This is an optimization exercise on Yosys and OpenROAD, whose aim is small area, a short achievable clock period and few clock cycles per item, not a production implementation. Only simulation tests tie the RTL to the original design; equivalence was not proved. No activity file was given, so power comes from the tool's default toggle rates.

File: flow/design.v
module core
(
    input  logic        clk,
    input  logic        cpu_rstn,
    output logic [31:0] instr_rd_addr,
    output logic [31:0] instr_wr_addr,
    output logic [31:0] instr_wr_data,
    input  logic [31:0] instr_rd_data,
    output logic [3:0]  instr_wr_strobe,
    output logic [31:0] data_rd_addr,
    output logic [31:0] data_wr_addr,
    output logic [31:0] data_wr_data,
    input  logic [31:0] data_rd_data,
    output logic [3:0]  data_wr_strobe
);
    logic [29:0] pc_f;            
    logic        v_d;
    logic        fr_d;            
    logic [31:0] ir_d;
    logic [29:0] pc_d;
    logic [31:0] a_x, b_x;        
    logic [29:0] alt_x;           
    logic [4:0]  rd_x;
    logic        wen_x, ld_x, st_x, jalr_x, ar_x;
    logic        kill_x;          
    logic [5:0]  mc_x;            
    logic [2:0]  f3_x;
    logic        sub_x, sra_x;
    logic [2:0]  sel_x;           
    logic        fa_x, fb_x;      
    logic        wen_m, ld_m;
    logic [4:0]  rd_m;
    logic [2:0]  f3_m;
    logic [31:0] res_m, sd_m;
    logic [3:0]  stb_m;
    logic [31:0] rf [1:31];
    assign instr_rd_addr   = {2'b00, pc_f};
    assign instr_wr_addr   = '0;
    assign instr_wr_data   = '0;
    assign instr_wr_strobe = '0;
    assign data_rd_addr   = {2'b00, res_m[31:2]};
    assign data_wr_addr   = {2'b00, res_m[31:2]};
    assign data_wr_data   = sd_m;
    assign data_wr_strobe = stb_m;
    logic [31:0] ldw, ldv, wdata;
    assign ldw = data_rd_data >> {res_m[1:0], 3'b000};
    always_comb begin
        case (f3_m)
            3'b000:  ldv = {{24{ldw[7]}}, ldw[7:0]};
            3'b001:  ldv = {{16{ldw[15]}}, ldw[15:0]};
            3'b100:  ldv = {24'b0, ldw[7:0]};
            3'b101:  ldv = {16'b0, ldw[15:0]};
            default: ldv = ldw;
        endcase
    end
    assign wdata = ld_m ? ldv : res_m;
    localparam int SK = 8;
    logic [31:0] ins, imm_f;
    logic        take_f, near_f;
    logic [SK:0] lo_f;
    assign ins    = instr_rd_data;
    assign take_f = (ins[6:2] == 5'b11011) | ((ins[6:2] == 5'b11000) & ins[31]);
    assign imm_f  = ins[2] ? {{11{ins[31]}}, ins[31], ins[19:12], ins[20], ins[30:21], 1'b0}
                           : {{19{ins[31]}}, ins[31], ins[7], ins[30:25], ins[11:8], 1'b0};
    assign lo_f   = {1'b0, pc_f[SK-1:0]} + {1'b0, imm_f[SK+1:2]};
    assign near_f = (((imm_f[31:SK+2] == '0) & ~lo_f[SK]) | ((imm_f[31:SK+2] == '1) & lo_f[SK]))
                  & ~(&pc_f[SK-1:0]);
    logic [6:0] opc;
    logic [4:0] rs1, rs2, rd;
    logic [2:0] f3;
    assign opc = ir_d[6:0];
    assign rs1 = ir_d[19:15];
    assign rs2 = ir_d[24:20];
    assign rd  = ir_d[11:7];
    assign f3  = ir_d[14:12];
    logic is_lui, is_auipc, is_jal, is_jalr, is_br, is_ld, is_st, is_opi, is_op;
    assign is_lui   = opc[6:2] == 5'b01101;
    assign is_auipc = opc[6:2] == 5'b00101;
    assign is_jal   = opc[6:2] == 5'b11011;
    assign is_jalr  = opc[6:2] == 5'b11001;
    assign is_br    = opc[6:2] == 5'b11000;
    assign is_ld    = opc[6:2] == 5'b00000;
    assign is_st    = opc[6:2] == 5'b01000;
    assign is_opi   = opc[6:2] == 5'b00100;
    assign is_op    = opc[6:2] == 5'b01100;
    logic use_rs1, use_rs2, wen_d;
    assign use_rs1 = is_jalr | is_br | is_ld | is_st | is_opi | is_op;
    assign use_rs2 = is_br | is_st | is_op;
    assign wen_d   = (is_lui | is_auipc | is_jal | is_jalr | is_ld | is_opi | is_op) & (rd != 5'd0);
    logic [31:0] imm_i, imm_s, imm_b, imm_u, imm_j;
    assign imm_j = {{11{ir_d[31]}}, ir_d[31], ir_d[19:12], ir_d[20], ir_d[30:21], 1'b0};
    assign imm_i = {{20{ir_d[31]}}, ir_d[31:20]};
    assign imm_s = {{20{ir_d[31]}}, ir_d[31:25], ir_d[11:7]};
    assign imm_b = {{19{ir_d[31]}}, ir_d[31], ir_d[7], ir_d[30:25], ir_d[11:8], 1'b0};
    assign imm_u = {ir_d[31:12], 12'b0};
    logic [31:1] rs1_oh, rs2_oh;
    logic [31:0] q1, q2, r1, r2;
    always_comb begin
        for (int k = 1; k < 32; k++) begin
            rs1_oh[k] = rs1 == k[4:0];
            rs2_oh[k] = rs2 == k[4:0];
        end
        q1 = '0;
        q2 = '0;
        for (int k = 1; k < 32; k++) begin
            q1 = q1 | (rf[k] & {32{rs1_oh[k]}});
            q2 = q2 | (rf[k] & {32{rs2_oh[k]}});
        end
        if (wen_m && rd_m == rs1) r1 = wdata;
        else                      r1 = q1;
        if (wen_m && rd_m == rs2) r2 = wdata;
        else                      r2 = q2;
    end
    logic h1x, h2x, stall;
    assign h1x   = wen_x & ~kill_x & (rd_x == rs1);
    assign h2x   = wen_x & ~kill_x & (rd_x == rs2);
    assign stall = v_d & ld_x & ((use_rs1 & h1x) | (use_rs2 & h2x));
    logic [29:0] add_d, pc1_d, alt_d;
    logic        redir_d;
    assign pc1_d = pc_d + 30'd1;
    assign add_d = pc_d + (is_br ? imm_b[31:2] : is_jal ? imm_j[31:2] : imm_u[31:2]);
    assign redir_d = v_d & ~fr_d & (is_jal | (is_br & ir_d[31])) & ~stall;
    always_comb begin
        if ((is_br & ~ir_d[31]) | is_auipc) alt_d = add_d;
        else if (is_lui)                    alt_d = imm_u[31:2];
        else if (is_st)                     alt_d = imm_s[29:0];
        else                                alt_d = pc1_d;
    end
    logic [5:0] mc_d;
    always_comb begin
        mc_d = '0;
        if (is_br) begin
            case (f3)
                3'b000: mc_d[ir_d[31] ? 1 : 0] = 1'b1;
                3'b001: mc_d[ir_d[31] ? 0 : 1] = 1'b1;
                3'b100: mc_d[ir_d[31] ? 3 : 2] = 1'b1;
                3'b101: mc_d[ir_d[31] ? 2 : 3] = 1'b1;
                3'b110: mc_d[ir_d[31] ? 5 : 4] = 1'b1;
                3'b111: mc_d[ir_d[31] ? 4 : 5] = 1'b1;
                default: ;
            endcase
        end
    end
    logic [31:0] a, b, bs;
    assign a  = fa_x ? res_m : a_x;
    assign bs = fb_x ? res_m : b_x;                        
    assign b  = st_x ? {{2{alt_x[29]}}, alt_x} : bs;       
    logic [32:0] addo;
    logic [31:0] sum;
    assign addo = {a, 1'b1} + {b ^ {32{sub_x}}, sub_x};
    assign sum  = addo[32:1];
    logic eq, lt, ltu;
    assign eq  = a == bs;
    assign ltu = a < bs;
    assign lt  = (a[31] ^ bs[31]) ? a[31] : ltu;
    logic [31:0] sh_in, sh_out, sh_rev;
    logic        sh_fill;
    always_comb begin
        for (int k = 0; k < 32; k++) sh_in[k] = sel_x[2] ? a[k] : a[31-k];
    end
    assign sh_fill = sra_x & sel_x[2] & a[31];
    assign sh_out  = $signed({sh_fill, sh_in}) >>> b[4:0];
    always_comb begin
        for (int k = 0; k < 32; k++) sh_rev[k] = sh_out[31-k];
    end
    logic [31:0] alu;
    always_comb begin
        case (sel_x)
            3'd0: alu = sum;
            3'd1: alu = sh_rev;
            3'd2: alu = {31'b0, lt};
            3'd3: alu = {31'b0, ltu};
            3'd4: alu = a ^ b;
            3'd5: alu = sh_out;
            3'd6: alu = a | b;
            default: alu = a & b;
        endcase
    end
    logic        redir_x;
    logic [29:0] tgt_x;
    logic [5:0] mc;
    logic       jalr;
    assign mc      = mc_x & {6{~kill_x}};
    assign jalr    = jalr_x & ~kill_x;
    assign redir_x = jalr | (mc[0] & eq) | (mc[1] & ~eq) | (mc[2] & lt)
                   | (mc[3] & ~lt) | (mc[4] & ltu) | (mc[5] & ~ltu);
    assign tgt_x   = jalr ? sum[31:2] : alt_x;
    logic [3:0]  stb_x;
    logic [31:0] sd_x;
    always_comb begin
        case (f3_x[1:0])
            2'b00:   begin stb_x = 4'b0001 << sum[1:0];           sd_x = {4{bs[7:0]}}; end
            2'b01:   begin stb_x = sum[1] ? 4'b1100 : 4'b0011;    sd_x = {2{bs[15:0]}}; end
            default: begin stb_x = 4'b1111;                        sd_x = bs; end
        endcase
    end
    always_ff @(posedge clk or negedge cpu_rstn) begin
        if (!cpu_rstn) begin
            pc_f   <= '0;
            v_d    <= 1'b0;
            wen_x  <= 1'b0;
            ld_x   <= 1'b0;
            st_x   <= 1'b0;
            mc_x   <= '0;
            jalr_x <= 1'b0;
            kill_x <= 1'b0;
            wen_m  <= 1'b0;
            stb_m  <= '0;
        end else begin
            if (redir_x)      pc_f <= tgt_x;
            else if (stall)   pc_f <= pc_f;
            else if (redir_d) pc_f <= add_d;
            else begin
                pc_f[29:SK]   <= pc_f[29:SK] + {{(29-SK){1'b0}}, &pc_f[SK-1:0]};
                pc_f[SK-1:0]  <= (take_f & near_f) ? lo_f[SK-1:0] : pc_f[SK-1:0] + 1'b1;
            end
            if (redir_x | redir_d) v_d <= 1'b0;
            else if (!stall)  v_d <= 1'b1;
            kill_x <= redir_x;
            if (stall | ~v_d) begin
                wen_x <= 1'b0; ld_x <= 1'b0; st_x <= 1'b0; mc_x <= '0; jalr_x <= 1'b0;
            end else begin
                wen_x <= wen_d; ld_x <= is_ld; st_x <= is_st; mc_x <= mc_d; jalr_x <= is_jalr;
            end
            wen_m <= wen_x & ~kill_x;
            stb_m <= (st_x & ~kill_x) ? stb_x : 4'b0000;
        end
    end
    always_ff @(posedge clk) begin
        if (!stall) begin
            ir_d <= instr_rd_data;
            pc_d <= pc_f;
            fr_d <= near_f;
        end
        a_x   <= r1;
        b_x   <= (is_op | is_br | is_st) ? r2 : imm_i;
        alt_x <= alt_d;
        rd_x  <= rd;
        ar_x  <= is_jal | is_jalr | is_lui | is_auipc;
        f3_x  <= f3;
        sub_x <= is_op & ir_d[30] & (f3 == 3'b000);
        sra_x <= ir_d[30];
        sel_x <= (is_op | is_opi) ? f3 : 3'd0;
        fa_x  <= use_rs1 & h1x;
        fb_x  <= use_rs2 & h2x;
        rd_m  <= rd_x;
        ld_m  <= ld_x;
        f3_m  <= f3_x;
        res_m <= ar_x ? {alt_x, 2'b00} : alu;
        sd_m  <= sd_x;
        for (int k = 1; k < 32; k++)
            if (wen_m && rd_m == k[4:0]) rf[k] <= wdata;
    end
endmodule
File: flow/flow/run.sh
#!/bin/bash
# Standard ORFS layout, with the resizer asked for extra setup slack so that it
# optimises the paths well below the 13 ns constraint.
set -euo pipefail
bash standard.sh SETUP_SLACK_MARGIN=9 finish > flow_std.log 2>&1
File: flow/standard.sh
#!/bin/bash
# synth_recipe.tcl (not shown) runs the flow's synth.tcl, then flattens the netlist and writes it again
# the make line also repeats each setting of config.mk as NAME=value (left out here)
make -C /OpenROAD-flow-scripts/flow DESIGN_CONFIG=/design/flow/config.mk WORK_HOME=/design/flow/orfs CLKGATE_MAP_FILE= SYNTH_SCRIPT=/design/flow/synth_recipe.tcl "${@:-finish}"
File: flow/config.mk
export PLATFORM = sky130hd
export DESIGN_NAME = core
export DESIGN_NICKNAME = core
export VERILOG_FILES = /design/flow/design.v
export SDC_FILE = /design/flow/constraint.sdc
export NUM_CORES = 4
export LEC_CHECK = 0
export ABC_CLOCK_PERIOD_IN_PS = 4000
export CAP_MARGIN = 20
export CORE_MARGIN = 2
export CORE_UTILIZATION = 40
export SLEW_MARGIN = 20
File: flow/constraint.sdc
create_clock -name core_clock -period 13.0 [get_ports {clk}]
set_input_delay 2.6000 -clock core_clock [delete_from_list [all_inputs] [get_ports {clk}]]
set_output_delay 2.6000 -clock core_clock [all_outputs]
set_load 0.01 [all_outputs]
==> results of run 1 <==
==> stage by stage <==
step                power, W  utilization  hold WS, ns  instance area (um2)  setup WS [ns]
CTS                   0.0136        0.487        0.403                79200           8.66
global placement     0.00879        0.432        0.391                70200           6.88
finish                0.0142        0.501        0.404                81500           8.63
detailed placement   0.00881        0.432        0.396                70200           6.88
global route          0.0144        0.501        0.422                81500           8.52
floorplan            0.00738            -        0.310                66100           7.90
==> critical path: stages <==
cell and delay, ns:
sky130_fd_sc_hd__clkdlybuf4s50_1 0.45, sky130_fd_sc_hd__nor4_1 0.32, sky130_fd_sc_hd__nand3_1 0.14, sky130_fd_sc_hd__a2111o_1 0.39, sky130_fd_sc_hd__a21o_1 0.19, sky130_fd_sc_hd__a21oi_4 0.22
sky130_fd_sc_hd__nand2_4 0.11, sky130_fd_sc_hd__buf_12 0.17, sky130_fd_sc_hd__mux2i_4 0.17, sky130_fd_sc_hd__o211ai_1 0.09, sky130_fd_sc_hd__a22oi_1 0.21
==> timing repair <==
action	4_1_cts	5_1_grt
buffers inserted	204	124
gates resized for setup	1008	229
hold buffers	0	0
pin swaps	102	115
setup endpoints to repair	1000	575
gates cloned	34	6
==> layout make-up <==
class | count | area (um2)
diodes | 10 | 25.0
clock buffers | 172 | 3710
clock inverters | 85 | 990
fillers | 14100 | 81100
inverters | 126 | 507
multi-input cells | 3717 | 30000
flip-flops and latches | 1283 | 36600
well taps | 2175 | 2720
repair buffers | 714 | 6910
==> layout by cell type (no fill, tap or decap), drive strengths merged, types with 173 or more instances in the layout <==
cell	n
a21oi	277
mux2i	173
nor2	390
o21ai	185
a221oi	287
dfxtp	183
edfxtp	1053
a22o	265
clkbuf	176
a22oi	378
nand2	243
buf	627
==> report_power, final <==
| part | switching [W] | internal, W | leakage, nW |
|---|---|---|---|
| clock | 0.00186 | 0.00227 | 2.25 |
| sequential | 0.000445 | 0.00515 | 11.7 |
| combinational | 0.00283 | 0.00168 | 14.8 |
| total | 0.00513 | 0.00910 | 28.7 |
==> registers in the layout, indices dropped and copies added (netlist names), 32 cells and up <==
signal	count
sd_m	32
b_x	32
a_x	32
rf	992
res_m	32
==> metal layers <==
metal	part of all wire	wire length [um]
met1	0.33	114000
met2	0.40	140000
met3	0.18	62200
met4	0.093	32700
met5	0.0036	1270
==> path summary, 6_finish.rpt <==
check	start	endpoint	slack, ns	depth (start not counted)
hold / removal	rd_x[2]$_DFF_P_	rd_m[2]$_DFF_P_	0.40	0
hold reg to reg	rd_x[2]$_DFF_P_	rd_m[2]$_DFF_P_	0.40	0
setup reg to reg	fb_x$_DFF_P_	res_m[26]$_DFF_P_	8.72	18
max in group asynchronous	cpu_rstn	pc_f[0]$_DFFE_PN0P_	10.49	2
setup / recovery	instr_rd_data[16]	pc_f[6]$_DFFE_PN0P_	8.63	11
min in group asynchronous	cpu_rstn	pc_f[26]$_DFFE_PN0P_	1.92	2
==> cells by family after synthesis <==
family	Yosys count
other	1
AOI/OAI and AO/OA	1850
buffers and inverters	647
muxes	235
DFF	1283
xor gates and xnor gates	146
adders and majority gates	170
and+or+nand+nor	1222
==> results.cfg, run 1 <==
[grt]
globalRouteMet3Util = 0.191
grt_start_max_net_pins = 77
top_usage_layer = met2
grt_pass1_wl_um = 460000
grt_pass1_vias = 56000
gr-usage-met1 = 0.471
grt_remaining_overflow = 0
groute.usage.overall = 0.397
grt.met2_usage = 0.556
grt_antenna_before_repair = 21

[die]
start_util = 0.402
core-area_mm2 = 0.163
rows = 148
die_area_mm2 = 0.167
die_width_um = 408
io_pins = 266
chipHeight_um = 408

[critical_path]
setup.worst_path.end_class = register
critical_path.max_fanout = 4
crit_required_ns = 13.70
worst_setup_path_start_kind = primary input
worst-setup-path-type = in -> reg
critPathArrivalTime_ns = 5.07

[detailed_routing]
via_cell_ratio = 7.40
vias = 61300
drc_errors = 0
antenna_violating_nets_post_route = 0
drt-initial-drc-count = 14700
postRouteWirelength_um = 351000
wire_per_inst_um = 42.4
dr.pass1.iters = 13

[sta]
min_period_over_period = 0.336
total_count_of_hold_check_failures_in_the_final_report = 0
grt_setup_unrepaired = true
timing.max_slew.rel_slack = 0.0933
max_slew.worst_pin.slew_ns = 1.35
max_clock_freq_mhz = 229
finalClockSkew_ns = 0.0741
setup_viol = 0
timing_max_transition_violations_final = 0
layout_min_cycle_time_ns = 4.37
fin_setup_tns_ns = 0

[yosys]
synth-async-reset-ratio = 0.0366
synthMostInstantiatedCell = sky130_fd_sc_hd__edfxtp_1
post_synth_edffs = 1053
synth-main-ff-cell = sky130_fd_sc_hd__edfxtp_1
synth.yosys.warnings = 2
synth_top_area_share = 0.483
share_of_cell_area_taken_by_muxes_after_synthesis = 0.0438
synth.top_cells.by_area = sky130_fd_sc_hd__edfxtp_1, sky130_fd_sc_hd__dfxtp_1, sky130_fd_sc_hd__a22oi_1
synthesized_area_fraction_occupied_by_ao_oa_aoi_and_oai_cells = 0.210
area_of_the_mapped_netlist_mm2 = 0.0654
seq_area_frac_synth = 0.557
postSynthRegisterBits = 1283
syn_inst = 5554
synth-adder-area-share = 0.0327
synth.distinct_cells = 93
post_synth.cell_area_avg_um2 = 11.8
synth-simple-area-share = 0.0893
share_of_the_synthesized_netlist_area_taken_by_xor_and_xnor_gates = 0.0196
post_synth_most_frequent_cells = sky130_fd_sc_hd__edfxtp_1, sky130_fd_sc_hd__nor2_1, sky130_fd_sc_hd__a22oi_1
combinational_family_with_the_most_area_after_synthesis = compound AO/OA/AOI/OAI gates
yosysTopAreaCell = sky130_fd_sc_hd__edfxtp_1

[clock_tree]
cts_htree_levels = 4
root_buffer_cell = sky130_fd_sc_hd__clkbuf_16
clk_pin_slew_ns = 0.06
tritoncts = done
cts-buffers-inserted = 139
cts_sinks = 1283
clockBufferDepth = 3
worstSkewPairLatency_ns = 0.84

[power_and_ir_drop]
power.leakage_nw = 28.7
power.density_cell_area_mw_per_mm2 = 175
max-vdd-ir-drop_v = 0.000136

[placed_design]
detailed_place_hpwl_um = 199000
portBuffers = 189
placed_instance_count = 7647
routabilityCongestion = 1.01

[final_layout]
layoutNonFillerInstCount = 8282
final_net_count = 6217
drive_above_1_share = 0.247
flow.area_growth_from_synthesis_pct = 24.6

[outcome]
outcome = finished clean

[min_path]
timing.hold.worst.class = reg -> reg

[run]
cap_viol_max_count = 0
Testbench counts, summed over its fixed seeds: cycles 145,876, instructions 132,254.
==> inputs of run 2 (changes only) <==
--- a/flow/design.v
+++ b/flow/design.v
@@ -30,2 +30,3 @@
     logic        fa_x, fb_x;      
+    logic        bm_x, bx_x, bi_x;  
     logic        wen_m, ld_m;
@@ -146,3 +147,4 @@
     assign bs = fb_x ? res_m : b_x;                        
-    assign b  = st_x ? {{2{alt_x[29]}}, alt_x} : bs;       
+    assign b  = ({32{bm_x}} & res_m) | ({32{bx_x}} & b_x)   
+              | ({32{bi_x}} & {{2{alt_x[29]}}, alt_x});
     logic [32:0] addo;
@@ -245,2 +247,5 @@
         fb_x  <= use_rs2 & h2x;
+        bm_x  <= use_rs2 & h2x & ~is_st;
+        bx_x  <= ~(use_rs2 & h2x) & ~is_st;
+        bi_x  <= is_st;
         rd_m  <= rd_x;
==> flow/flow/run.sh (replaced) <==
#!/bin/bash
# Standard ORFS layout, with the resizer asked for extra setup slack so that it
# optimises the paths well below the 13 ns constraint, and the ports buffered
# with plain buffers.
set -euo pipefail
bash standard.sh SETUP_SLACK_MARGIN=9 "BUFFER_PORTS_ARGS=-buffer_cell sky130_fd_sc_hd__buf_4" finish > flow_std.log 2>&1
==> results.cfg, run 2 <==
[outcome]
outcome = finished clean

[yosys]
seq_area_frac_synth = 0.558
post_synth_edffs = 1053
postSynthRegisterBits = 1286
area_of_the_mapped_netlist_mm2 = 0.0654
synth.yosys.warnings = 2
synth_top_area_share = 0.483
yosysTopAreaCell = sky130_fd_sc_hd__edfxtp_1
synth.top_cells.by_area = sky130_fd_sc_hd__edfxtp_1, sky130_fd_sc_hd__dfxtp_1, sky130_fd_sc_hd__a22oi_1
syn_inst = 5542
post_synth.cell_area_avg_um2 = 11.8
synth-main-ff-cell = sky130_fd_sc_hd__edfxtp_1
post_synth_most_frequent_cells = sky130_fd_sc_hd__edfxtp_1, sky130_fd_sc_hd__nor2_1, sky130_fd_sc_hd__a22oi_1
synthMostInstantiatedCell = sky130_fd_sc_hd__edfxtp_1
synth.distinct_cells = 95
synth-async-reset-ratio = 0.0365

[grt]
groute.usage.overall = 0.387
grt_remaining_overflow = 0
grt_start_max_net_pins = 65
grt_antenna_before_repair = 11
grt_pass1_vias = 55300
grt_pass1_wl_um = 450000

[sta]
min_period_over_period = 0.347
max_slew.worst_pin.slew_ns = 1.18
fin_setup_tns_ns = 0
finalClockSkew_ns = 0.0947
total_count_of_hold_check_failures_in_the_final_report = 0
setup_viol = 0
timing.max_slew.rel_slack = 0.212
max_clock_freq_mhz = 222
timing.final.ws_setup_ns = 8.49
layout_min_cycle_time_ns = 4.51
timing_max_transition_violations_final = 0
grt_setup_unrepaired = true

[critical_path]
worst-setup-path-type = in -> reg
slowest_delay_ns = 0.36
timing.critical_path.to = pc_f[6]$_DFFE_PN0P_
r2r.worst_path.cells = 15
timing.critical_path.slowest_stage_cell = sky130_fd_sc_hd__fa_2
critical_path.max_fanout = 4
reg2reg_slack_ns = 8.76
cp_cell_sequence = buf_12 > mux2_4 > ha_4 > inv_2 > fa_2 > nor2b_1 > o21ai_1 > a21boi_1 > o21ai_1 > a211o_1 > mux2i_4 > buf_12 > buf_8 > mux2i_2 > a211oi_1 > a31oi_1
critPathTopFamily = compound AO/OA/AOI/OAI gates
critPathArrivalTime_ns = 5.23
worst_setup_path_start_kind = primary input
crit_required_ns = 13.71
path_depth = 16
rr_endpoint = pc_f[3]$_DFFE_PN0P_
critical_path.reg2reg.startpoint = fb_x$_DFF_P_
timing.critical_path.buf_inv = 4
cp-startpoint = instr_rd_data[2]
setup.worst_path.end_class = register

[detailed_routing]
vias = 60700
antenna_violating_nets_post_route = 0
postRouteWirelength_um = 341000
drc_errors = 0
drt-initial-drc-count = 13400
via_cell_ratio = 7.44
dr.pass1.iters = 13
wire_per_inst_um = 41.8

[power_and_ir_drop]
internal_power_w = 0.00892
switching_share = 0.360
p_sw_w = 0.00502
seq_power_share = 0.407
max-vdd-ir-drop_v = 0.000134
total_power_w = 0.0139
power.leakage_nw = 27.8
combinationalPowerShare = 0.293
p_clk_frac = 0.300
power.density_cell_area_mw_per_mm2 = 176

[clock_tree]
clk_pin_slew_ns = 0.06
cts-buffers-inserted = 140
root_buffer_cell = sky130_fd_sc_hd__clkbuf_16
clockBufferDepth = 3
tritoncts = done
worstSkewPairLatency_ns = 0.85
cts_sinks = 1286
cts_htree_levels = 4
cts.hold.buffers_added = 0

[placed_design]
detailed_place_hpwl_um = 192000
portBuffers = 189
preCtsSetupSlack_ns = 6.95
routabilityCongestion = 1.02

[run]
cap_viol_max_count = 0

[min_path]
worst_hold_path.num_cells = 0
timing.hold.worst.class = reg -> reg

[final_layout]
flip_flop_count_of_the_largest_register_all_copies_and_words_added = 992
largest-register = rf
fill_cells = 14300
layout.cells.most_common_list = sky130_fd_sc_hd__edfxtp_1, sky130_fd_sc_hd__buf_4, sky130_fd_sc_hd__a22oi_1
sequential_cell_area_mm2 = 0.0367
final_net_count = 6079
multi_input_gate_area_mm2 = 0.0290
drive_above_1_share = 0.226
layout.cells.most_common = sky130_fd_sc_hd__edfxtp_1
flow.area_growth_from_synthesis_pct = 20.9

[die]
chipHeight_um = 408
rows = 148
die_area_mm2 = 0.167
core-area_mm2 = 0.163
io_pins = 266
start_util = 0.403
die_width_um = 408
## run 2: cell types whose count changed in the layout (fill, tap and decap cells not counted), moves of 27 or more
cell,previous run,this run
sky130_fd_sc_hd__clkdlybuf4s50_1,48,0
sky130_fd_sc_hd__mux2i_1,111,144
sky130_fd_sc_hd__buf_12,62,34
sky130_fd_sc_hd__buf_4,405,486
sky130_fd_sc_hd__mux2i_4,45,18
sky130_fd_sc_hd__a21oi_1,206,235
sky130_fd_sc_hd__a222oi_1,65,93
sky130_fd_sc_hd__buf_2,76,0
## run 2: power by group through the flow
stage,Sequential (W),Combinational (W),Clock (W)
after floorplan,0.00544,0.00190,0
after global placement,0.00578,0.00293,0
final,0.00568,0.00408,0.00418
after CTS,0.00565,0.00356,0.00415
after detailed placement,0.00578,0.00295,0
after global routing,0.00567,0.00419,0.00433
## run 2: worst min-delay path by stage
stage | start | endpoint
6_report | rd_x[3]$_DFF_P_ | rd_m[3]$_DFF_P_
5_1_grt | rd_x[3]$_DFF_P_ | rd_m[3]$_DFF_P_
4_1_cts | rd_x[3]$_DFF_P_ | rd_m[3]$_DFF_P_
3_5_place_dp | f3_x[2]$_DFF_P_ | f3_m[2]$_DFF_P_
3_3_place_gp | f3_x[2]$_DFF_P_ | f3_m[2]$_DFF_P_
2_1_floorplan | f3_x[2]$_DFF_P_ | f3_m[2]$_DFF_P_
## run 2: metrics by stage
step	cells	cell area, um2	hold slack, ns	utilization
3_5_place_dp	7617	69600	0.385	0.428
2_1_floorplan	5615	66100	0.310	-
3_3_place_gp	7617	69600	0.375	0.428
5_1_grt	8138	79100	0.395	0.487
6_report	8152	79100	0.363	0.487
4_1_cts	8034	77100	0.377	0.474
## run 2: logic make-up (layout without fill, tap and decap cells)
family                     after synthesis  after routing  share of synthesized area
AOI/OAI and AO/OA                     1867           1884                      0.212
xor gates and xnor gates               146            146                     0.0195
buffers and inverters                  641            971                     0.0461
adders and majority gates              170            170                     0.0327
muxes                                  243            243                     0.0441
DFF                                   1286           1286                      0.558
and+or+nand+nor                       1188           1188                     0.0871
other                                    1             89                  0.0000573
## run 2: area by class of cell
type                       instances  area share
antenna                           15    0.000474
clock buffer                     173      0.0477
clock inverter                    88      0.0131
inverter                         120     0.00613
multi-input combinational       3705       0.366
sequential                      1286       0.464
tap                             2175      0.0344
timing repair buffer             586      0.0675
timing repair inverter             4    0.000806
## run 2: worst reg2reg max path: cells and delay by family, from the launching register on
| kind | cells | cell delay, ns |
|---|---|---|
| buf+inv | 4 | 0.78 |
| simple gates | 3 | 0.44 |
| fa+ha+maj | 1 | 0.35 |
| compound gates | 5 | 1.25 |
| mux | 2 | 0.93 |
| flops | 1 | 0.34 |
## run 2: layer usage
layer / share of wire / GRT usage / routed length, um
met4: 0.099 / 0.282 / 33700
met2: 0.40 / 0.549 / 137000
met1: 0.32 / 0.446 / 110000
met5: 0.0014 / 0.00230 / 465
met3: 0.18 / 0.197 / 59800
## run 2: timing repair
item | 4_1_cts | 5_1_grt
pin swaps | 58 | 77
buffers inserted | 131 | 92
resized for setup | 318 | 215
cloned | 25 | 10
endpoints found under the setup margin | 455 | 453
Testbench counts of run 2, summed over its fixed seeds: cycles 145,876, instructions 132,254.
==> inputs of run 3 (changes only) <==
--- a/flow/design.v
+++ b/flow/design.v
@@ -58,12 +58,16 @@
     localparam int SK = 8;
-    logic [31:0] ins, imm_f;
-    logic        take_f, near_f;
-    logic [SK:0] lo_f;
+    logic [31:0] ins, imm_jf, imm_bf;
+    logic        jal_f, bb_f, near_j, near_b, last_f, near_f;
+    logic [SK:0] lo_j, lo_b;
     assign ins    = instr_rd_data;
-    assign take_f = (ins[6:2] == 5'b11011) | ((ins[6:2] == 5'b11000) & ins[31]);
-    assign imm_f  = ins[2] ? {{11{ins[31]}}, ins[31], ins[19:12], ins[20], ins[30:21], 1'b0}
-                           : {{19{ins[31]}}, ins[31], ins[7], ins[30:25], ins[11:8], 1'b0};
-    assign lo_f   = {1'b0, pc_f[SK-1:0]} + {1'b0, imm_f[SK+1:2]};
-    assign near_f = (((imm_f[31:SK+2] == '0) & ~lo_f[SK]) | ((imm_f[31:SK+2] == '1) & lo_f[SK]))
-                  & ~(&pc_f[SK-1:0]);
+    assign jal_f  = ins[6:2] == 5'b11011;
+    assign bb_f   = (ins[6:2] == 5'b11000) & ins[31];
+    assign imm_jf = {{11{ins[31]}}, ins[31], ins[19:12], ins[20], ins[30:21], 1'b0};
+    assign imm_bf = {{19{ins[31]}}, ins[31], ins[7], ins[30:25], ins[11:8], 1'b0};
+    assign lo_j   = {1'b0, pc_f[SK-1:0]} + {1'b0, imm_jf[SK+1:2]};
+    assign lo_b   = {1'b0, pc_f[SK-1:0]} + {1'b0, imm_bf[SK+1:2]};
+    assign last_f = &pc_f[SK-1:0];
+    assign near_j = (((imm_jf[31:SK+2] == '0) & ~lo_j[SK]) | ((imm_jf[31:SK+2] == '1) & lo_j[SK])) & ~last_f;
+    assign near_b = (imm_bf[31:SK+2] == '1) & lo_b[SK] & ~last_f;
+    assign near_f = ins[2] ? near_j : near_b;
     logic [6:0] opc;
@@ -132,3 +136,3 @@
         mc_d = '0;
-        if (is_br) begin
+        if (is_br & (imm_b[31:2] != 30'd1)) begin
             case (f3)
@@ -198,2 +202,11 @@
     end
+    logic        en_f;
+    logic [SK-1:0] lo_o;
+    assign en_f = ~(redir_x | stall | redir_d);
+    always_comb begin
+        if (redir_x)      lo_o = tgt_x[SK-1:0];
+        else if (stall)   lo_o = pc_d[SK-1:0];
+        else if (redir_d) lo_o = add_d[SK-1:0];
+        else              lo_o = pc_f[SK-1:0] + 1'b1;
+    end
     always_ff @(posedge clk or negedge cpu_rstn) begin
@@ -211,11 +224,10 @@
         end else begin
-            if (redir_x)      pc_f <= tgt_x;
-            else if (stall)   pc_f <= pc_f;
-            else if (redir_d) pc_f <= add_d;
-            else begin
-                pc_f[29:SK]   <= pc_f[29:SK] + {{(29-SK){1'b0}}, &pc_f[SK-1:0]};
-                pc_f[SK-1:0]  <= (take_f & near_f) ? lo_f[SK-1:0] : pc_f[SK-1:0] + 1'b1;
-            end
-            if (redir_x | redir_d) v_d <= 1'b0;
-            else if (!stall)  v_d <= 1'b1;
+            if (redir_x)      pc_f[29:SK] <= tgt_x[29:SK];
+            else if (stall)   pc_f[29:SK] <= pc_d[29:SK];
+            else if (redir_d) pc_f[29:SK] <= add_d[29:SK];
+            else              pc_f[29:SK] <= pc_f[29:SK] + {{(29-SK){1'b0}}, last_f};
+            pc_f[SK-1:0] <= ({SK{jal_f & near_j & en_f}} & lo_j[SK-1:0])
+                          | ({SK{bb_f & near_b & en_f}} & lo_b[SK-1:0])
+                          | ({SK{~(((jal_f & near_j) | (bb_f & near_b)) & en_f)}} & lo_o);
+            v_d <= ~(redir_x | redir_d | stall);
             kill_x <= redir_x;
@@ -231,7 +243,5 @@
     always_ff @(posedge clk) begin
-        if (!stall) begin
-            ir_d <= instr_rd_data;
-            pc_d <= pc_f;
-            fr_d <= near_f;
-        end
+        ir_d <= instr_rd_data;
+        pc_d <= pc_f;
+        fr_d <= near_f;
         a_x   <= r1;
==> results.cfg, run 3 <==
[placed_design]
routabilityCongestion = 0.990
placed_area_mm2 = 0.0693
preCtsSetupSlack_ns = 6.82
portBuffers = 189
detailed_place_hpwl_um = 200000

[yosys]
seq_area_frac_synth = 0.552
postSynthRegisterBits = 1286
area_of_the_mapped_netlist_mm2 = 0.0651
synth.top_cells.by_area = sky130_fd_sc_hd__edfxtp_1, sky130_fd_sc_hd__dfxtp_1, sky130_fd_sc_hd__a22oi_1
synthMostInstantiatedCell = sky130_fd_sc_hd__edfxtp_1
post_synth.cell_area_avg_um2 = 11.7
post_synth_most_frequent_cells = sky130_fd_sc_hd__edfxtp_1, sky130_fd_sc_hd__a22oi_1, sky130_fd_sc_hd__nor2_1
syn_inst = 5566
synth.yosys.warnings = 2
synth.distinct_cells = 100
post_synth_edffs = 992
yosysTopAreaCell = sky130_fd_sc_hd__edfxtp_1
synth-async-reset-ratio = 0.0365
synth-main-ff-cell = sky130_fd_sc_hd__edfxtp_1
synth_top_area_share = 0.458

[clock_tree]
clockBufferDepth = 3
clk_pin_slew_ns = 0.06
cts.hold.buffers_added = 0
cts_htree_levels = 4
root_buffer_cell = sky130_fd_sc_hd__clkbuf_16
tritoncts = done
cts_sinks = 1286
worstSkewPairLatency_ns = 0.82
cts-buffers-inserted = 139

[die]
die_width_um = 407
core-area_mm2 = 0.162
die_area_mm2 = 0.166
start_util = 0.401
rows = 148
chipHeight_um = 407
io_pins = 266

[critical_path]
worst_setup_path_start_kind = primary input
critPathArrivalTime_ns = 5.13
cp-startpoint = instr_rd_data[22]
setup.worst_path.end_class = register
crit_required_ns = 13.68
worst-setup-path-type = in -> reg
critical_path.max_fanout = 4
critical_path.reg2reg.startpoint = fa_x$_DFF_P_

[sta]
timing.max_slew.rel_slack = 0.0430
layout_min_cycle_time_ns = 4.44
total_count_of_hold_check_failures_in_the_final_report = 0
min_period_over_period = 0.342
max_slew.worst_pin.slew_ns = 1.43
timing_max_transition_violations_final = 0
grt_setup_unrepaired = true
setup_viol = 0
max_clock_freq_mhz = 225
fin_setup_tns_ns = 0
timing.final.ws_setup_ns = 8.56
finalClockSkew_ns = 0.0525

[detailed_routing]
antenna_violating_nets_post_route = 0
drt-initial-drc-count = 14400
via_cell_ratio = 7.43
drc_errors = 0
dr.pass1.iters = 15
wire_per_inst_um = 42.8
vias = 60800
postRouteWirelength_um = 350000

[final_layout]
drive_above_1_share = 0.224
layout.cells.most_common = sky130_fd_sc_hd__edfxtp_1
largest-register = rf
flow.area_growth_from_synthesis_pct = 21.2
final_design_area_no_fill_mm2 = 0.0789
layout.cells.most_common_list = sky130_fd_sc_hd__edfxtp_1, sky130_fd_sc_hd__buf_4, sky130_fd_sc_hd__a22oi_1
final_net_count = 6129
fill_cells = 14300
flip_flop_count_of_the_largest_register_all_copies_and_words_added = 992

[grt]
globalRouteMet3Util = 0.187
grt.met2_usage = 0.556
grt_start_max_net_pins = 65
grt_antenna_before_repair = 18
grt_pass1_vias = 55400
grt_pass1_wl_um = 459000
top_usage_layer = met2
groute.usage.overall = 0.396
grt_remaining_overflow = 0
gr-usage-met1 = 0.473

[power_and_ir_drop]
power.leakage_nw = 27.5
power.density_cell_area_mw_per_mm2 = 178
max-vdd-ir-drop_v = 0.000118

[min_path]
min_from = f3_x[2]$_DFF_P_
timing.hold.worst.class = reg -> reg

[outcome]
outcome = finished clean

[run]
cap_viol_max_count = 0
## run 3: kinds of logic after synthesis
| kind of cell | synth area share |
|---|---|
| AOI/OAI and AO/OA | 0.217 |
| DFF | 0.552 |
| and+or+nand+nor | 0.0899 |
| buffers and inverters | 0.0464 |
| muxes | 0.0390 |
| adders and majority gates | 0.0338 |
| xor gates and xnor gates | 0.0221 |
| other | 0.0000576 |
## run 3: critical path, cell delays in order
cell and delay [ns]:
sky130_fd_sc_hd__buf_8 0.10, sky130_fd_sc_hd__ha_4 0.15, sky130_fd_sc_hd__fa_2 0.34, sky130_fd_sc_hd__a21o_1 0.19, sky130_fd_sc_hd__a21o_1 0.18, sky130_fd_sc_hd__a221oi_2 0.25
sky130_fd_sc_hd__mux2i_1 0.15, sky130_fd_sc_hd__nor3b_2 0.25, sky130_fd_sc_hd__nand2_2 0.13, sky130_fd_sc_hd__a221oi_4 0.34, sky130_fd_sc_hd__buf_6 0.16, sky130_fd_sc_hd__a211oi_2 0.03
sky130_fd_sc_hd__a211o_1 0.24
## run 3: final timing paths
| path | endpoint | slack [ns] | depth (start not counted) |
|---|---|---|---|
| max reg2reg | pc_f[7]$_DFF_PN0_ | 8.79 | 17 |
| min in group asynchronous | pc_f[6]$_DFF_PN0_ | 1.86 | 1 |
| min | f3_m[2]$_DFF_P_ | 0.34 | 0 |
| max in group asynchronous | pc_f[25]$_DFF_PN0_ | 10.63 | 1 |
| min reg2reg | f3_m[2]$_DFF_P_ | 0.34 | 0 |
| max | pc_f[7]$_DFF_PN0_ | 8.56 | 13 |
## run 3: where the power goes
group | switching, W | internal, W
registers | 0.000510 | 0.00513
logic | 0.00277 | 0.00151
clock network | 0.00182 | 0.00229
## run 3: stage by stage
step / std cells / util / power, W / hold WS (ns)
after global routing: 8179 / 0.486 / 0.0143 / 0.356
after CTS: 8065 / 0.475 / 0.0135 / 0.337
after global placement: 7658 / 0.427 / 0.00890 / 0.316
final: 8182 / 0.486 / 0.0140 / 0.338
after detailed placement: 7658 / 0.427 / 0.00890 / 0.314
after floorplan: 5639 / - / 0.00743 / 0.310
## run 3: area by class of cell
type | instances | area [um2] | area share
Sequential cell | 1286 | 36100 | 0.457
Multi-Input combinational cell | 3739 | 29400 | 0.372
Clock buffer | 168 | 3650 | 0.0462
Inverter | 117 | 483 | 0.00612
Tap cell | 2175 | 2720 | 0.0345
Clock inverter | 85 | 1030 | 0.0131
Timing Repair Buffer | 606 | 5570 | 0.0706
Antenna cell | 6 | 15.0 | 0.000190
## run 3: per-layer routing
metal  share of wire  vias up
li1                -    22900
met1            0.33    29300
met2            0.40     6689
met3            0.18     1845
met4           0.094       34
met5          0.0017        -
## run 3: what timing repair did
| action | CTS | global route |
|---|---|---|
| resized for setup | 356 | 133 |
| cloned | 21 | 16 |
| pin swaps | 60 | 59 |
| endpoints found under the setup margin | 723 | 318 |
| setup buffers | 133 | 94 |
Testbench counts of run 3, summed over its fixed seeds: cycles 144,211, instructions 132,254.
==> inputs of run 4 (changes only) <==
--- a/flow/design.v
+++ b/flow/design.v
@@ -57,3 +57,3 @@
     assign wdata = ld_m ? ldv : res_m;
-    localparam int SK = 8;
+    localparam int SK = 6;
     logic [31:0] ins, imm_jf, imm_bf;
==> results.cfg, run 4 <==
[die]
core-area_mm2 = 0.162
start_util = 0.401
io_pins = 266
die_area_mm2 = 0.166
die_width_um = 408
rows = 148
chipHeight_um = 408

[yosys]
post_synth.cell_area_avg_um2 = 11.6
post_synth_edffs = 992
combinational_family_with_the_most_area_after_synthesis = compound AO/OA/AOI/OAI gates
synthesized_area_fraction_occupied_by_ao_oa_aoi_and_oai_cells = 0.212
yosysTopAreaCell = sky130_fd_sc_hd__edfxtp_1
synth-async-reset-ratio = 0.0365
synth-simple-area-share = 0.0928
postSynthRegisterBits = 1286
share_of_the_synthesized_netlist_area_taken_by_xor_and_xnor_gates = 0.0215
seq_area_frac_synth = 0.551
area_of_the_mapped_netlist_mm2 = 0.0651
synth_top_area_share = 0.457
synth-main-ff-cell = sky130_fd_sc_hd__edfxtp_1
synth.distinct_cells = 91
share_of_cell_area_taken_by_muxes_after_synthesis = 0.0420
synth.yosys.warnings = 2
syn_inst = 5622
synthMostInstantiatedCell = sky130_fd_sc_hd__edfxtp_1
synth-adder-area-share = 0.0334
post_synth_most_frequent_cells = sky130_fd_sc_hd__edfxtp_1, sky130_fd_sc_hd__nor2_1, sky130_fd_sc_hd__a22oi_1
synth.top_cells.by_area = sky130_fd_sc_hd__edfxtp_1, sky130_fd_sc_hd__dfxtp_1, sky130_fd_sc_hd__a22oi_1

[critical_path]
critPathArrivalTime_ns = 5.04
rr_endpoint = res_m[1]$_SDFF_PP0_
timing.critical_path.to = res_m[1]$_SDFF_PP0_
worst-setup-path-type = reg -> reg
critical_path.reg2reg.startpoint = res_m[0]$_SDFF_PP0_
cp-startpoint = res_m[0]$_SDFF_PP0_
cpMostUsedCell = sky130_fd_sc_hd__buf_4
crit_required_ns = 13.74
reg2reg_slack_ns = 8.69
worst_setup_path_start_kind = register
slowest_delay_ns = 0.46
cp_cell_sequence = buf_12 > a222oi_1 > buf_4 > buf_4 > buf_4 > buf_4 > buf_4 > buf_4 > buf_4 > buf_4 > buf_4 > buf_8 > buf_12 > buf_4 > clkinvlp_4 > mux2i_1 > a211oi_1 > a211oi_1 > a311oi_1 > a21oi_2 > o21ai_0 > o211a_1
critical_path.max_fanout = 10
setup.worst_path.end_class = register
r2r.worst_path.cells = 22
timing.critical_path.slowest_stage_cell = sky130_fd_sc_hd__a222oi_1

[clock_tree]
clk_pin_slew_ns = 0.06
tritoncts = done
cts-buffers-inserted = 143
cts_htree_levels = 4
root_buffer_cell = sky130_fd_sc_hd__clkbuf_16
cts_sinks = 1286
clockBufferDepth = 3
worstSkewPairLatency_ns = 0.84

[detailed_routing]
postRouteWirelength_um = 351000
vias = 61300
drt-initial-drc-count = 13800
dr.pass1.iters = 17
via_cell_ratio = 7.41
drc_errors = 0
wire_per_inst_um = 42.4
antenna_violating_nets_post_route = 0

[final_layout]
drive_above_1_share = 0.238
layout.cells.most_common_list = sky130_fd_sc_hd__edfxtp_1, sky130_fd_sc_hd__buf_4, sky130_fd_sc_hd__a22oi_1
fill_cells = 14300
flip_flop_count_of_the_largest_register_all_copies_and_words_added = 992
finalCoreUtilization = 0.490
layout.cells.most_common = sky130_fd_sc_hd__edfxtp_1
layoutNonFillerInstCount = 8278
final_net_count = 6209
sequential_cell_area_mm2 = 0.0361
multi_input_gate_area_mm2 = 0.0294
largest-register = rf
flow.area_growth_from_synthesis_pct = 22.1

[grt]
grt_antenna_before_repair = 27
grt_pass1_wl_um = 461000
grt_remaining_overflow = 0
grt_start_max_net_pins = 64
groute.usage.overall = 0.398
grt_pass1_vias = 55900

[sta]
setup_viol = 0
max_clock_freq_mhz = 232
finalClockSkew_ns = 0.0595
total_count_of_hold_check_failures_in_the_final_report = 0
fin_setup_tns_ns = 0
timing_max_transition_violations_final = 0
layout_min_cycle_time_ns = 4.31
min_period_over_period = 0.331
timing.max_slew.rel_slack = 0.182
grt_setup_unrepaired = true
max_slew.worst_pin.slew_ns = 1.22

[min_path]
timing.hold.worst.class = reg -> reg
min_from = f3_x[2]$_DFF_P_

[outcome]
outcome = finished clean

[power_and_ir_drop]
p_sw_w = 0.00508
seq_power_share = 0.398
max-vdd-ir-drop_v = 0.000149
combinationalPowerShare = 0.297
internal_power_w = 0.00910
switching_share = 0.358
p_clk_frac = 0.305
power.leakage_nw = 27.9
power.density_cell_area_mw_per_mm2 = 178

[placed_design]
routabilityCongestion = 1.05
placed_instance_count = 7718
portBuffers = 189
detailed_place_hpwl_um = 199000

[run]
cap_viol_max_count = 0
[run 4: kinds of logic (layout without fill, tap and decap cells)]
family | Yosys count | count (layout)
multiplexers | 228 | 228
buffers and inverters | 651 | 1027
AO/OA/AOI/OAI | 1852 | 1868
other | 1 | 89
XOR/XNOR | 160 | 160
adder cells (fa/ha/maj) | 172 | 172
flip-flops | 1286 | 1286
AND/OR/NAND/NOR | 1272 | 1273
[run 4: layout make-up]
| type | count | area share |
|---|---|---|
| clock inverters | 86 | 0.0133 |
| diodes | 15 | 0.000472 |
| well taps | 2175 | 0.0342 |
| inverters | 125 | 0.00603 |
| clock buffers | 176 | 0.0494 |
| multi-input cells | 3775 | 0.370 |
| repair buffers | 640 | 0.0727 |
| flip-flops and latches | 1286 | 0.454 |
[run 4: power groups by stage]
stage / Sequential, W / Combinational [W] / Clock [W]
floorplan: 0.00541 / 0.00197 / 0
global route: 0.00564 / 0.00431 / 0.00448
finish: 0.00565 / 0.00421 / 0.00433
CTS: 0.00561 / 0.00361 / 0.00431
detailed placement: 0.00575 / 0.00305 / 0
global placement: 0.00575 / 0.00303 / 0
[run 4: worst min path at each step]
stage	endpoint	slack, ns	depth (start not counted)
CTS	f3_m[2]$_DFF_P_	0.33	0
floorplan	f3_m[2]$_DFF_P_	0.31	0
global route	f3_m[2]$_DFF_P_	0.33	0
detailed placement	f3_m[2]$_DFF_P_	0.32	0
finish	f3_m[2]$_DFF_P_	0.33	0
global placement	f3_m[2]$_DFF_P_	0.32	0
[run 4: what timing repair did]
action,in CTS,in global routing
hold buffers,0,0
pin swaps,44,91
endpoints found under the setup margin,763,325
setup buffers,130,117
cloned,20,15
gates resized for setup,308,239
[run 4: per-layer routing]
metal  up-vias  track usage  wire [um]
li1      23000            -          -
met1     29200        0.458     112000
met2      6840        0.564     140000
met3      2235        0.206      62200
met4        38        0.292      36800
met5         -      0.00977        681
[run 4: through the flow]
| step | power (W) | cell area (um2) | setup WS [ns] | hold WS (ns) |
|---|---|---|---|---|
| detailed placement | 0.00879 | 69500 | 7.11 | 0.319 |
| global placement | 0.00877 | 69500 | 7.16 | 0.317 |
| global route | 0.0144 | 79500 | 8.60 | 0.333 |
| CTS | 0.0135 | 77000 | 8.78 | 0.332 |
| finish | 0.0142 | 79500 | 8.69 | 0.331 |
| floorplan | 0.00738 | 65800 | 8.29 | 0.310 |
[run 4: critical path: cells and delay by family (launching register included)]
family / cells / cell delay, ns
flops: 1 / 0.35
buf+inv: 14 / 1.76
compound gates: 7 / 1.86
mux: 1 / 0.22
Testbench counts of run 4, summed over its fixed seeds: cycles 144,976, instructions 132,254.
==> inputs of run 5 (changes only) <==
--- a/flow/flow/run.sh
+++ b/flow/flow/run.sh
@@ -5,2 +5,2 @@
 set -euo pipefail
-bash standard.sh SETUP_SLACK_MARGIN=9 "BUFFER_PORTS_ARGS=-buffer_cell sky130_fd_sc_hd__buf_4" finish > flow_std.log 2>&1
+bash standard.sh SETUP_SLACK_MARGIN=9 "BUFFER_PORTS_ARGS=-buffer_cell sky130_fd_sc_hd__buf_2" finish > flow_std.log 2>&1
==> results.cfg, run 5 <==
[power_and_ir_drop]
power.density_cell_area_mw_per_mm2 = 177
max-vdd-ir-drop_v = 0.000157
power.leakage_nw = 27.9

[clock_tree]
cts_sinks = 1286
clk_pin_slew_ns = 0.06
root_buffer_cell = sky130_fd_sc_hd__clkbuf_16
tritoncts = done
cts-buffers-inserted = 139
clockBufferDepth = 3
cts.hold.buffers_added = 0
cts_htree_levels = 4
worstSkewPairLatency_ns = 0.84

[sta]
timing_max_transition_violations_final = 0
finalClockSkew_ns = 0.0664
max_clock_freq_mhz = 230
timing.final.ws_setup_ns = 8.65
finalHoldWorstSlack_ns = 0.328
fin_setup_tns_ns = 0
grt_setup_unrepaired = true
max_slew.worst_pin.slew_ns = 1.30
layout_min_cycle_time_ns = 4.35
min_period_over_period = 0.335
timing.max_slew.rel_slack = 0.127
total_count_of_hold_check_failures_in_the_final_report = 0
setup_viol = 0

[critical_path]
worst-setup-path-type = in -> reg
crit_required_ns = 13.70
critPathArrivalTime_ns = 5.06
reg2reg_slack_ns = 8.73
worst_setup_path_start_kind = primary input
critical_path.max_fanout = 4
path_depth = 12
setup.worst_path.end_class = register
cpMostUsedCell = sky130_fd_sc_hd__a21oi_2
cp-startpoint = instr_rd_data[22]
rr_endpoint = pc_f[28]$_DFF_PN0_
timing.critical_path.slowest_stage_cell = sky130_fd_sc_hd__o221a_2
critPathTopFamily = compound AO/OA/AOI/OAI gates
timing.critical_path.to = pc_f[4]$_DFF_PN0_
r2r.worst_path.cells = 17
critical_path.reg2reg.startpoint = fa_x$_DFF_P_
slowest_delay_ns = 0.35
cp_cell_sequence = buf_8 > ha_4 > fa_2 > a21o_1 > a21oi_2 > o21ai_2 > mux2i_2 > nor4_2 > nand3_2 > o221a_2 > o221a_4 > a21oi_2
timing.critical_path.buf_inv = 1

[placed_design]
routabilityCongestion = 1.04
portBuffers = 189
placed_instance_count = 7713
detailed_place_hpwl_um = 201000
preCtsSetupSlack_ns = 7.25

[run]
cap_viol_max_count = 0

[final_layout]
finalCoreUtilization = 0.491
flip_flop_count_of_the_largest_register_all_copies_and_words_added = 992
drive_above_1_share = 0.240
layout.cells.most_common = sky130_fd_sc_hd__edfxtp_1
layoutNonFillerInstCount = 8332
flow.area_growth_from_synthesis_pct = 22.2
final_net_count = 6264
layout.cells.most_common_list = sky130_fd_sc_hd__edfxtp_1, sky130_fd_sc_hd__buf_4, sky130_fd_sc_hd__a22oi_1
largest-register = rf

[grt]
grt_pass1_wl_um = 466000
grt_start_max_net_pins = 64
grt_remaining_overflow = 0
grt_antenna_before_repair = 29
groute.usage.overall = 0.403
grt_pass1_vias = 56100

[yosys]
post_synth_edffs = 992
synth.yosys.warnings = 2
synthMostInstantiatedCell = sky130_fd_sc_hd__edfxtp_1
synth_top_area_share = 0.457
syn_inst = 5622
post_synth.cell_area_avg_um2 = 11.6
seq_area_frac_synth = 0.551
area_of_the_mapped_netlist_mm2 = 0.0651
synth-async-reset-ratio = 0.0365
synth.top_cells.by_area = sky130_fd_sc_hd__edfxtp_1, sky130_fd_sc_hd__dfxtp_1, sky130_fd_sc_hd__a22oi_1
postSynthRegisterBits = 1286
yosysTopAreaCell = sky130_fd_sc_hd__edfxtp_1
synth-main-ff-cell = sky130_fd_sc_hd__edfxtp_1
synth.distinct_cells = 91
post_synth_most_frequent_cells = sky130_fd_sc_hd__edfxtp_1, sky130_fd_sc_hd__nor2_1, sky130_fd_sc_hd__a22oi_1

[detailed_routing]
dr.pass1.iters = 12
via_cell_ratio = 7.43
drc_errors = 0
drt-initial-drc-count = 13900
antenna_violating_nets_post_route = 0
postRouteWirelength_um = 358000
wire_per_inst_um = 43.0
vias = 61900

[die]
die_area_mm2 = 0.166
rows = 148
chipHeight_um = 408
start_util = 0.401
die_width_um = 408
core-area_mm2 = 0.162
io_pins = 266

[outcome]
outcome = finished clean

[min_path]
timing.hold.worst.class = reg -> reg
min_from = f3_x[2]$_DFF_P_
run 5: metal layers:
metal	up-vias	wire length (um)	global-route usage
li1	23100	-	-
met1	29700	116000	0.474
met2	6857	142000	0.569
met3	2182	62900	0.194
met4	44	36600	0.291
met5	-	1210	0.0201
run 5: timing repair:
item | in CTS | in global routing
buffers inserted | 134 | 168
gates resized for setup | 292 | 286
cloned | 22 | 21
endpoints found under the setup margin | 910 | 321
pin swaps | 53 | 121
run 5: cell families after synthesis:
kind of cell               Yosys count  share of synthesized area
xor gates and xnor gates           160                     0.0215
buffers and inverters              651                     0.0469
DFF                               1286                      0.551
muxes                              228                     0.0420
adders and majority gates          172                     0.0334
other                                1                  0.0000576
and+or+nand+nor                   1272                     0.0928
AOI/OAI and AO/OA                 1852                      0.212
run 5: worst min path at each step:
| stage | to | slack [ns] | depth (start not counted) |
|---|---|---|---|
| after floorplan | f3_m[2]$_DFF_P_ | 0.31 | 0 |
| after global placement | f3_m[2]$_DFF_P_ | 0.32 | 0 |
| after detailed placement | f3_m[2]$_DFF_P_ | 0.32 | 0 |
| after CTS | f3_m[2]$_DFF_P_ | 0.33 | 0 |
| after global routing | f3_m[2]$_DFF_P_ | 0.35 | 0 |
| final | f3_m[2]$_DFF_P_ | 0.33 | 0 |
run 5: area by class of cell:
class / instances / area [um2]
antenna: 16 / 40.0
tap: 2175 / 2720
sequential: 1286 / 36100
clock buffer: 176 / 3720
timing repair buffer: 692 / 6010
fill: 14300 / 82600
clock inverter: 80 / 952
inverter: 125 / 490
multi-input combinational: 3781 / 29600
timing repair inverter: 1 / 5.00
run 5: power by group:
part	total [W]	leakage, nW	switching, W	internal (W)
clock	0.00409	2.23	0.00184	0.00225
sequential	0.00564	11.6	0.000531	0.00511
combinational	0.00436	14.1	0.00276	0.00160
total	0.0141	27.9	0.00513	0.00896
run 5: through the flow:
| step | total power (W) | instance area [um2] |
|---|---|---|
| 5_1_grt | 0.0143 | 79600 |
| 2_1_floorplan | 0.00738 | 65800 |
| 3_3_place_gp | 0.00869 | 69000 |
| 4_1_cts | 0.0133 | 76200 |
| 6_report | 0.0141 | 79600 |
| 3_5_place_dp | 0.00871 | 69000 |
run 5: worst reg2reg max path: cells and delay by family, from the launching register on:
family | cells | cell delay, ns
fa+ha+maj | 1 | 0.31
simple gates | 3 | 0.60
buf+inv | 8 | 1.35
flops | 1 | 0.45
mux | 2 | 0.58
compound gates | 3 | 0.85
==> inputs of run 6 (changes only) <==
--- a/flow/config.mk
+++ b/flow/config.mk
@@ -10,3 +10,3 @@
 export CORE_MARGIN = 2
-export CORE_UTILIZATION = 40
+export CORE_UTILIZATION = 45
 export SLEW_MARGIN = 20
==> results.cfg, run 6 <==
[yosys]
yosysTopAreaCell = sky130_fd_sc_hd__edfxtp_1
seq_area_frac_synth = 0.551
area_of_the_mapped_netlist_mm2 = 0.0651
post_synth.cell_area_avg_um2 = 11.6
post_synth_edffs = 992
synth.yosys.warnings = 2
synth.distinct_cells = 91
synthMostInstantiatedCell = sky130_fd_sc_hd__edfxtp_1
synth-main-ff-cell = sky130_fd_sc_hd__edfxtp_1
synth.top_cells.by_area = sky130_fd_sc_hd__edfxtp_1, sky130_fd_sc_hd__dfxtp_1, sky130_fd_sc_hd__a22oi_1
syn_inst = 5622
post_synth_most_frequent_cells = sky130_fd_sc_hd__edfxtp_1, sky130_fd_sc_hd__nor2_1, sky130_fd_sc_hd__a22oi_1
postSynthRegisterBits = 1286
synth_top_area_share = 0.457
synth-async-reset-ratio = 0.0365

[critical_path]
critical_path.max_fanout = 16
worst_setup_path_start_kind = register
setup.worst_path.end_class = register
slowest_delay_ns = 0.82
crit_required_ns = 13.70
worst-setup-path-type = reg -> reg
cp_cell_sequence = buf_12 > bufbuf_16 > a222oi_1 > xnor2_1 > ha_2 > and4_1 > and3_1 > o21ai_2 > nor3_4 > nor2_1 > nor3_2 > mux2i_1 > o21ai_0
r2r.worst_path.cells = 13
path_depth = 13
timing.critical_path.buf_inv = 2
timing.critical_path.slowest_stage_cell = sky130_fd_sc_hd__nor3_2
critPathArrivalTime_ns = 5.14
critPathTopFamily = simple AND/OR/NAND/NOR gates

[detailed_routing]
wl_met1_um = 113000
dr.pass1.iters = 23
wire_per_inst_um = 43.7
antenna_violating_nets_post_route = 0
route.met3.wl_um = 60900
met2_length_um = 140000
highest-signal-layer = met5
drt-initial-drc-count = 14300
vias = 61700
drc_errors = 0
via_cell_ratio = 7.70
postRouteWirelength_um = 351000

[final_layout]
flip_flop_count_of_the_largest_register_all_copies_and_words_added = 992
layout.cells.most_common_list = sky130_fd_sc_hd__edfxtp_1, sky130_fd_sc_hd__a22oi_1, sky130_fd_sc_hd__buf_4
multi_input_gate_area_mm2 = 0.0294
flow.area_growth_from_synthesis_pct = 21.1
fill_cells = 12100
final_design_area_no_fill_mm2 = 0.0789
sequential_cell_area_mm2 = 0.0361
drive_above_1_share = 0.232
layout.cells.most_common = sky130_fd_sc_hd__edfxtp_1
largest-register = rf
finalCoreUtilization = 0.549
final_net_count = 6227

[clock_tree]
cts-buffers-inserted = 138
clockBufferDepth = 3
cts_htree_levels = 4
root_buffer_cell = sky130_fd_sc_hd__clkbuf_16
cts_sinks = 1286
tritoncts = done
worstSkewPairLatency_ns = 0.82
clk_pin_slew_ns = 0.06

[die]
die_area_mm2 = 0.148
core-area_mm2 = 0.144
start_util = 0.453
rows = 139
die_width_um = 384
chipHeight_um = 384
io_pins = 266

[sta]
max_clock_freq_mhz = 225
finalClockSkew_ns = 0.0678
setup_viol = 0
min_period_over_period = 0.341
timing.max_slew.rel_slack = 0.116
max_slew.worst_pin.slew_ns = 1.32
layout_min_cycle_time_ns = 4.44
total_count_of_hold_check_failures_in_the_final_report = 0
timing_max_transition_violations_final = 0
fin_setup_tns_ns = 0
grt_setup_unrepaired = true

[grt]
groute.usage.overall = 0.452
grt_start_max_net_pins = 64
grt_remaining_overflow = 0
grt_antenna_before_repair = 21
grt_pass1_vias = 55400
grt_pass1_wl_um = 459000

[outcome]
outcome = finished clean

[min_path]
worst_hold_path.num_cells = 0
timing.hold.worst.class = reg -> reg

[placed_design]
detailed_place_hpwl_um = 197000
portBuffers = 189
routabilityCongestion = 1.08
placed_area_mm2 = 0.0686

[power_and_ir_drop]
total_power_w = 0.0141
max-vdd-ir-drop_v = 0.000135
power.density_cell_area_mw_per_mm2 = 179
power.leakage_nw = 27.8

[run]
cap_viol_max_count = 0
run 6: cell counts after synthesis:
No cell type changed its count.
run 6: worst reg2reg max path, cell delays in order, from the launching register on:
cell                        delay [ns]
sky130_fd_sc_hd__dfxtp_4          0.36
sky130_fd_sc_hd__buf_12           0.13
sky130_fd_sc_hd__bufbuf_16        0.30
sky130_fd_sc_hd__a222oi_1         0.59
sky130_fd_sc_hd__xnor2_1          0.15
sky130_fd_sc_hd__ha_2             0.45
sky130_fd_sc_hd__and4_1           0.25
sky130_fd_sc_hd__and3_1           0.23
sky130_fd_sc_hd__o21ai_2          0.10
sky130_fd_sc_hd__nor3_4           0.25
sky130_fd_sc_hd__nor2_1           0.12
sky130_fd_sc_hd__nor3_2           0.82
sky130_fd_sc_hd__mux2i_1          0.36
sky130_fd_sc_hd__o21ai_0          0.24
run 6: final cells by class:
type / count / share of cell area
multi-input cells: 3774 / 0.372
repair buffers: 664 / 0.0721
inverters: 125 / 0.00628
diodes: 14 / 0.000444
clock inverters: 92 / 0.0149
flip-flops and latches: 1286 / 0.458
well taps: 1903 / 0.0302
clock buffers: 160 / 0.0461
run 6: timing repair:
| item | CTS | global route |
|---|---|---|
| hold buffers | 0 | 0 |
| gates resized for setup | 291 | 239 |
| gates cloned | 25 | 11 |
| setup buffers | 117 | 162 |
| endpoints found under the setup margin | 694 | 332 |
| pin swaps | 52 | 97 |
run 6: cell families after synthesis:
logic type	share of synthesized area
multiplexers	0.0420
AO/OA/AOI/OAI	0.212
adder cells (fa/ha/maj)	0.0334
XOR/XNOR	0.0215
buffers and inverters	0.0469
flip-flops	0.551
other	0.0000576
AND/OR/NAND/NOR	0.0928
run 6: final timing paths:
check | startpoint | to | slack (ns)
max | bi_x$_DFF_P_ | pc_f[11]$_DFF_PN0_ | 8.56
max reg2reg | bi_x$_DFF_P_ | pc_f[11]$_DFF_PN0_ | 8.56
min | f3_x[2]$_DFF_P_ | f3_m[2]$_DFF_P_ | 0.35
min in group asynchronous | cpu_rstn | stb_m[2]$_DFF_PN0_ | 1.99
max in group asynchronous | cpu_rstn | pc_f[8]$_DFF_PN0_ | 10.40
min reg2reg | f3_x[2]$_DFF_P_ | f3_m[2]$_DFF_P_ | 0.35
run 6: stage by stage:
step	hold WS [ns]	std cells	worst slack, ns
floorplan	0.310	5695	8.29
global placement	0.317	7436	6.74
detailed placement	0.318	7436	6.76
CTS	0.348	7830	8.80
global route	0.360	8006	8.47
finish	0.346	8018	8.56
run 6: where the power goes:
part	total, W	switching, W	internal (W)	leakage, nW
Clock	0.00423	0.00182	0.00242	2.32
Combinational	0.00426	0.00272	0.00154	13.9
Sequential	0.00561	0.000504	0.00511	11.6
Total	0.0141	0.00504	0.00906	27.8
run 6: metal layers:
metal  vias up  GRT usage
met2      6945      0.634
met4        32      0.347
li1      23100          -
met3      2107      0.220
met5         -     0.0159
met1     29600      0.528
==> inputs of run 7 (changes only) <==
--- a/flow/flow/run.sh
+++ b/flow/flow/run.sh
@@ -5,2 +5,2 @@
 set -euo pipefail
-bash standard.sh SETUP_SLACK_MARGIN=9 "BUFFER_PORTS_ARGS=-buffer_cell sky130_fd_sc_hd__buf_2" finish > flow_std.log 2>&1
+bash standard.sh SETUP_SLACK_MARGIN=9.4 "BUFFER_PORTS_ARGS=-buffer_cell sky130_fd_sc_hd__buf_2" finish > flow_std.log 2>&1
--- a/flow/config.mk
+++ b/flow/config.mk
@@ -10,3 +10,3 @@
 export CORE_MARGIN = 2
-export CORE_UTILIZATION = 45
+export CORE_UTILIZATION = 40
 export SLEW_MARGIN = 20
==> results.cfg, run 7 <==
[outcome]
outcome = finished clean

[final_layout]
flip_flop_count_of_the_largest_register_all_copies_and_words_added = 992
flow.area_growth_from_synthesis_pct = 29.3
layout.cells.most_common_list = sky130_fd_sc_hd__edfxtp_1, sky130_fd_sc_hd__buf_4, sky130_fd_sc_hd__a22oi_1
layout.cells.most_common = sky130_fd_sc_hd__edfxtp_1
final_design_area_no_fill_mm2 = 0.0842
largest-register = rf
sequential_cell_area_mm2 = 0.0361

[placed_design]
portBuffers = 189

[clock_tree]
worstSkewPairLatency_ns = 0.83
cts-buffers-inserted = 138
cts_sinks = 1286

[grt]
grt_remaining_overflow = 0
grt_pass1_wl_um = 474000
grt_antenna_before_repair = 22

[min_path]
min_from = f3_x[2]$_DFF_P_

[critical_path]
slowest_delay_ns = 0.36
timing.critical_path.buf_inv = 1
critical_path.reg2reg.startpoint = fb_x$_DFF_P_

[power_and_ir_drop]
internal_power_w = 0.00964
seq_power_share = 0.374
power.density_cell_area_mw_per_mm2 = 179

[die]
io_pins = 266
core-area_mm2 = 0.162
chipHeight_um = 408
die_width_um = 408

[yosys]
post_synth_edffs = 992
seq_area_frac_synth = 0.551
synth-main-ff-cell = sky130_fd_sc_hd__edfxtp_1

[sta]
max_slew.worst_pin.slew_ns = 1.41
timing_max_transition_violations_final = 0

[detailed_routing]
vias = 64100
dr.pass1.iters = 17
drt-initial-drc-count = 14600
[run 7: power groups by stage]
stage | clock network, W | logic [W] | registers (W)
3_3_place_gp | 0 | 0.00297 | 0.00572
6_report | 0.00417 | 0.00530 | 0.00565
5_1_grt | 0.00430 | 0.00541 | 0.00563
2_1_floorplan | 0 | 0.00200 | 0.00541
4_1_cts | 0.00414 | 0.00424 | 0.00560
3_5_place_dp | 0 | 0.00299 | 0.00572
[run 7: worst reg2reg max path, delay by kind of cell, from the launching register on]
family / cells / cell delay, ns
AOI/OAI and AO/OA: 7 / 1.44
DFF: 1 / 0.43
adders and majority gates: 1 / 0.41
muxes: 2 / 1.18
and+or+nand+nor: 1 / 0.10
buffers and inverters: 3 / 0.49
[run 7: final cells by class]
cell class,instances,share of cell area
tap,2175,0.0323
multi-input combinational,3799,0.375
timing repair buffer,832,0.100
timing repair inverter,4,0.000698
sequential,1286,0.429
inverter,125,0.00640
antenna,25,0.000743
clock inverter,77,0.0120
clock buffer,175,0.0441
[run 7: worst max path at each step]
| stage | to | slack, ns | cells past startpoint |
|---|---|---|---|
| finish | pc_f[4]$_DFF_PN0_ | 8.76 | 12 |
| global route | pc_f[4]$_DFF_PN0_ | 8.66 | 12 |
| CTS | pc_f[4]$_DFF_PN0_ | 8.66 | 12 |
| detailed placement | pc_f[24]$_DFF_PN0_ | 6.81 | 13 |
| global placement | pc_f[24]$_DFF_PN0_ | 6.83 | 13 |
| floorplan | pc_f[3]$_DFF_PN0_ | 8.29 | 12 |
[run 7: repair_timing]
action / CTS / global route
cloned: 49 / 28
gates resized for setup: 554 / 594
setup buffers: 249 / 193
hold buffers: 0 / 0
pin swaps: 76 / 185
endpoints found under the setup margin: 1016 / 1053
[run 7: per-layer routing]
| metal | vias to the layer above | global-route usage | part of all wire |
|---|---|---|---|
| met2 | 7475 | 0.570 | 0.39 |
| met1 | 30500 | 0.475 | 0.31 |
| li1 | 23500 | - | - |
| met4 | 46 | 0.313 | 0.11 |
| met3 | 2546 | 0.218 | 0.18 |
| met5 | - | 0.00718 | 0.0035 |
[run 7: through the flow]
step / hold WS [ns] / std cells / util / worst slack, ns / total power [W]
3_5_place_dp: 0.318 / 7701 / 0.425 / 6.81 / 0.00871
2_1_floorplan: 0.310 / 5695 / - / 8.29 / 0.00741
5_1_grt: 0.340 / 8475 / 0.519 / 8.66 / 0.0153
3_3_place_gp: 0.316 / 7701 / 0.425 / 6.83 / 0.00869
4_1_cts: 0.323 / 8251 / 0.488 / 8.66 / 0.0140
6_report: 0.330 / 8498 / 0.519 / 8.76 / 0.0151
[run 7: logic make-up (layout without fill, tap and decap cells)]
logic type | Yosys count | count (layout) | synth area share
AO/OA/AOI/OAI | 1852 | 1891 | 0.212
XOR/XNOR | 160 | 160 | 0.0215
adder cells (fa/ha/maj) | 172 | 172 | 0.0334
buffers and inverters | 651 | 1213 | 0.0469
flip-flops | 1286 | 1286 | 0.551
multiplexers | 228 | 229 | 0.0420
other | 1 | 99 | 0.0000576
AND/OR/NAND/NOR | 1272 | 1273 | 0.0928

Setup slack of run 7, layout unchanged: 8.758 ns with ideal ports, 8.784 ns with driving cells assumed (clock clkbuf_16, inputs buf_2), 7.908 ns with port delays also shifted by the 0.876 ns mid clock arrival.
